What follows belongs to an exercise in optimizing a design on an open flow for small area; a production flow would make more cautious choices.
In this exercise RTL edits were held to simulation tests only and were not proved equivalent to the original.
No activity file was given, so power comes from the tool's default toggle rates.

<file path="flow/run.sh">
#!/bin/bash
# synth_recipe.tcl (not shown) runs the flow's synth.tcl, then flattens the netlist and writes it again
# the make line also repeats each setting of config.mk as NAME=value (left out here)
make -C /OpenROAD-flow-scripts/flow DESIGN_CONFIG=/design/flow/config.mk WORK_HOME=/design/flow/orfs CLKGATE_MAP_FILE= SYNTH_SCRIPT=/design/flow/synth_recipe.tcl finish
</file>
<file path="flow/config.mk">
export PLATFORM = sky130hd
export DESIGN_NAME = flight_top
export DESIGN_NICKNAME = flight_top
export VERILOG_FILES = /design/flow/design.v
export SDC_FILE = /design/flow/constraint.sdc
export NUM_CORES = 4
export LEC_CHECK = 0
export CAP_MARGIN = 20
export CORE_MARGIN = 2
export CORE_UTILIZATION = 40
export SLEW_MARGIN = 20
</file>
<file path="flow/constraint.sdc">
create_clock -name core_clock -period 10.0 [get_ports {clk100mhz}]
set_input_delay 2.0000 -clock core_clock [delete_from_list [all_inputs] [get_ports {clk100mhz}]]
set_output_delay 2.0000 -clock core_clock [all_outputs]
set_load 0.01 [all_outputs]
</file>
<file path="flow/design.v">
module tick_gen (
    input  logic clk,
    input  logic rst,
    output logic tick
);
    logic [16:0] count;
    always_ff @(posedge clk) begin
        if (rst) begin
            count <= 0;
            tick  <= 1'b0;
        end else begin
            if (count == 17'd99999) begin
                count <= 0;
                tick  <= 1'b1;
            end else begin
                count <= count + 1;
                tick  <= 1'b0;
            end
        end
    end
endmodule
module pid_axis (
    input  logic clk,
    input  logic rst,
    input  logic tick,
    input  logic signed [15:0] setpoint,
    input  logic signed [15:0] measurement,
    input  logic signed [15:0] kp,
    input  logic signed [15:0] ki,
    input  logic signed [15:0] kd,
    output logic signed [15:0] control
);
    logic signed [15:0] error;
    logic signed [15:0] prev_error;
    logic signed [31:0] integral;
    always_ff @(posedge clk) begin
        if (rst) begin
            error      <= 0;
            prev_error <= 0;
            integral   <= 0;
            control    <= 0;
        end else if (tick) begin
            error <= setpoint - measurement;
            integral <= integral + error;
            control <= ((kp * error) +
                        (ki * integral[23:8]) +
                        (kd * (error - prev_error))) >>> 8;
            prev_error <= error;
        end
    end
endmodule
module plant_axis (
    input  logic clk,
    input  logic rst,
    input  logic tick,
    input  logic signed [15:0] control,
    input  logic signed [15:0] disturbance,
    output logic signed [15:0] angle
);
    logic signed [15:0] rate;
    always_ff @(posedge clk) begin
        if (rst) begin
            rate  <= 0;
            angle <= 0;
        end else if (tick) begin
            rate  <= rate + control + disturbance;
            angle <= angle + rate;
        end
    end
endmodule
module pwm_gen (
    input  logic clk,
    input  logic rst,
    input  logic [15:0] duty,
    output logic pwm
);
    logic [18:0] count;
    always_ff @(posedge clk) begin
        if (rst) begin
            count <= 0;
            pwm   <= 1'b0;
        end else begin
            count <= count + 1;
            pwm <= (count < duty);
        end
    end
endmodule
module flight_top (
    input  logic        clk100mhz,
    input  logic        btnC,
    input  logic [15:0] sw,
    output logic [15:0] led
);
    logic rst;
    assign rst = btnC;
    logic tick;
    tick_gen TG (.clk(clk100mhz), .rst(rst), .tick(tick));
    logic signed [15:0] disturbance;
    assign disturbance = {8'd0, sw[7:0]};
    logic signed [15:0] angle;
    logic signed [15:0] control;
    pid_axis PID (
        .clk(clk100mhz),
        .rst(rst),
        .tick(tick),
        .setpoint(16'd0),
        .measurement(angle),
        .kp(16'd80),
        .ki(16'd2),
        .kd(16'd40),
        .control(control)
    );
    plant_axis PLANT (
        .clk(clk100mhz),
        .rst(rst),
        .tick(tick),
        .control(control),
        .disturbance(disturbance),
        .angle(angle)
    );
    logic pwm;
    pwm_gen PWM (
        .clk(clk100mhz),
        .rst(rst),
        .duty(control[15:0]),
        .pwm(pwm)
    );
    assign led[7:0]  = angle[15:8];
    assign led[15:8] = control[15:8];
endmodule
</file>
==> run notes <==
[Yosys cell counts, types with 24 or more instances]
| cell type | count | area (um^2) |
|---|---|---|
| nor2_1 | 146 | 548.0 |
| dfxtp_1 | 110 | 2202 |
| ha_1 | 105 | 1314 |
| inv_1 | 77 | 289.0 |
| xnor2_1 | 65 | 569.3 |
| mux2i_1 | 54 | 540.5 |
| a21oi_1 | 52 | 260.3 |
| nand2_1 | 48 | 180.2 |
| xor2_1 | 37 | 324.1 |
| o21ai_0 | 26 | 130.1 |
| fa_1 | 25 | 500.5 |
| nor3_1 | 24 | 120.1 |
[report_power, final]
part | switching, mW | internal, mW | total [mW] | leakage, nW
Combinational | 0.0132 | 0.00676 | 0.0200 | 2.98
Sequential | 0.000879 | 0.438 | 0.439 | 0.887
Clock | 0.183 | 0.199 | 0.382 | 0.154
[final cells by class]
cell class / instances / area (um^2)
fillers: 2120 / 11820
multi-input cells: 778 / 5866
flip-flops and latches: 110 / 2206
well taps: 275 / 344.1
inverters: 77 / 289.0
clock buffers: 9 / 225.2
repair buffers: 20 / 190.2
clock inverters: 7 / 80.08
[worst max-delay path, stage by stage (launching register included)]
cell      delay (ns)
dfxtp_1         0.43
inv_1           0.11
ha_1            0.21
nor2b_1         0.10
o21ai_0         0.10
a21oi_1         0.21
o21ai_0         0.13
a21boi_0        0.42
nor2_1          0.14
ha_1            0.32
ha_1            0.35
nor2b_1         0.15
o21ai_0         0.16
nand2b_1        0.11
and2_1          0.17
o21ai_0         0.15
nand2b_1        0.11
xnor2_1         0.16
fa_1            0.51
inv_1           0.05
ha_1            0.22
or3_1           0.38
a211o_1         0.31
a31oi_1         0.28
o21bai_1        0.11
xnor2_1         0.14
xnor2_1         0.22
o22ai_1         0.12
[per-stage QoR]
step,setup WS (ns),hold slack (ns)
5_1_grt,3.439,0.4862
3_3_place_gp,4.089,0.4490
3_5_place_dp,4.037,0.4488
6_report,4.007,0.4633
2_1_floorplan,4.820,0.4302
4_1_cts,3.995,0.4680
[layout by cell type, fill, tap and decap left out, types with 5 or more instances in the layout]
cell type        netlist  layout
fa_1                  25      25
nor2_1               146     146
a21o_1                15      15
nand3_1               19      19
nor2b_1                8       8
o211ai_1               6       6
a21oi_1               52      52
or2_2                  5       5
o22ai_1                5       5
clkbuf_16              0       9
nor4_1                 5       5
xor2_1                37      37
ha_1                 105     105
mux2i_1               54      54
and3_1                 5       5
inv_1                 77      77
nand4_1               10      10
nand2_1               48      48
nor3_1                24      24
dfxtp_1              110     109
clkdlybuf4s50_1        0      16
nand2b_1              10      10
o21a_1                 8       8
or4_1                  6       6
xnor2_1               65      65
conb_1                 1       8
or3_1                  9       9
o21ai_0               26      26
o21bai_1               7       7
a211oi_1              10      10
a31oi_1                8       8
[worst paths after layout]
| check | start | to | slack [ns] | cells past startpoint |
|---|---|---|---|---|
| max | PID.error[0]$_SDFFE_PP0P_ | PID.control[7]$_SDFFE_PP0P_ | 4.01 | 27 |
| min | TG.count[0]$_SDFF_PP0_ | TG.count[0]$_SDFF_PP0_ | 0.46 | 1 |
| max reg2reg | PID.error[0]$_SDFFE_PP0P_ | PID.control[7]$_SDFFE_PP0P_ | 4.01 | 27 |
| min reg2reg | TG.count[0]$_SDFF_PP0_ | TG.count[0]$_SDFF_PP0_ | 0.46 | 1 |
[sequential cells by signal (all words and copies together), names as in the netlist]
register	cells
PID.integral	23
PID.prev_error	13
PID.control	8
TG.tick	1
PLANT.rate	16
PLANT.angle	16
TG.count	17
PID.error	16
[kinds of logic (layout without fill, tap and decap cells)]
group,Yosys count,after routing,share of synthesized area
adders and majority gates,130,130,0.2121
AOI/OAI and AO/OA,166,166,0.1259
xor gates and xnor gates,102,102,0.1044
DFF,110,110,0.2574
muxes,55,55,0.06450
other,1,8,0.0004384
and+or+nand+nor,317,317,0.1752
buffers and inverters,120,113,0.05997
[metal layers]
layer,part of all wire,up-vias,track usage
li1,-,3436,-
met1,0.52,3026,0.2445
met2,0.45,60,0.2804
met3,0.022,13,0.01667
met4,0.013,0,0.05047
met5,0,-,0
==> out/qor.yml <==
run:
  drv_cap: 0
worst_hold_path:
  hold_path_class: "reg2reg"
power:
  power.leakage_nw: 4.023
  p_per_area_nw_per_um2: 91.41
  vdd_drop_max_mv: 0.1009
  power_mw: 0.8410
clock_network:
  clock_path_buffers: 2
  clock_latency_ns: 0.36
  cts_setup_buffers: 0
  cts_tree: "done"
  cts.clk_slew.worst_paths_ns: 0.08
  cts_hold_buf: 0
  root_buffer: "clkbuf_16"
  ctsResizeCount: 0
  numCtsBuffers: 9
  clock-sinks: 110
  htree_levels: 3
synthesis:
  yosys_warnings: 4
  yosysUniqueCellTypes: 62
  syn_area_um2: 8554
  async_flop_share: 0
  avgSynthCellArea_um2: 8.546
  synthCells: 1001
  synth-edff-count: 0
  ys_seq_elements: 110
  ys_seq_area_frac: 0.2574
  synth_ff_type: "dfxtp_1"
finish:
  final_area_um2: 9200
  finalNonFillerCells: 1276
  final_net_count: 1144
  synthToLayoutAreaGrowth_pct: 7.547
  final_util: 0.4377
  drive_gt1_frac: 0.03497
  n_antenna_cell: 0
timing:
  hold_viol_final: 0
  period_minus_slack_ns: 5.993
  fmax_mhz: 166.9
  fin_crit_sh: 0.5993
  slew-limit-headroom: 0.4907
  slew_viol_final: 0
  worst_pin_slew_ns: 0.7639
  setup_viol: 0
  fin_skew_ns: 0.008599
  finalSetupTns_ns: 0
  rsz0062_at_grt: "false"
place:
  dpl_cell_area_um2: 8895
  gp_routability_congestion: 0.8102
  port_buffers: 17
  dp_cells: 1260
  dp_hpwl_mm: 13.66
drt:
  route.vias.total: 6535
  drtIter0Drc: 268
  wire_per_inst_um: 14.14
  wl_mm: 18.05
  firstDrtPassIters: 5
  routed_via_density: 5.121
  drtAntennaViolNets: 0
  drc: 0
grt:
  first_global_vias: 6332
  antenna_found_initial: 0
  grt_pass1_wl_mm: 31.29
  grt.overflow.total: 0
  grt_max_degree: 57
  grtUsageTotal: 0.1730
floorplanning:
  start_util: 0.4069
  coreArea_um2: 21020
  dieArea_um2: 22570
  ios: 34
  fp.dieH_um: 150.2
  rows: 53
  die_x_um: 150.2
worst_setup_path:
  startpoint_type: "flop"
  crit_type: "reg2reg"
  worstPathRequired_ns: 10.23
  end_kind: "flop"
  worstPathArrival_ns: 6.23
  path_max_fanout: 5
outcome:
  status: "timing/DRC/antenna clean"

## static timing again, ports no longer ideal
In the flow no input, the clock included, has a driving cell. The finished layout below was timed again as built, in two steps.
Step 1 (the two cells are an assumption about what drives the block):
set clk [get_ports {clk100mhz}]
set_driving_cell -lib_cell sky130_fd_sc_hd__clkbuf_16 $clk
set_driving_cell -lib_cell sky130_fd_sc_hd__buf_2 [delete_from_list [all_inputs] $clk]
Step 2 also shifts input and output timing later by t, the mid clock arrival at the registers, as if the neighbouring blocks saw the same clock.
a / b / c = ideal / step 1 / step 2; a / b = the first two.
shift t [ns]: 0.402
setup slack, ns: 4.007 / 4.007 / 4.007
worst setup path after step 2: register to register
clock arrival spread, ns: 0.010 / 0.010
worst data-port slew with drivers (ns): 0.05
After both steps setup and hold are still met in this run. For this run, drivers alone change the setup slack by 0.000 ns; drivers and shift together by 0.000 ns.
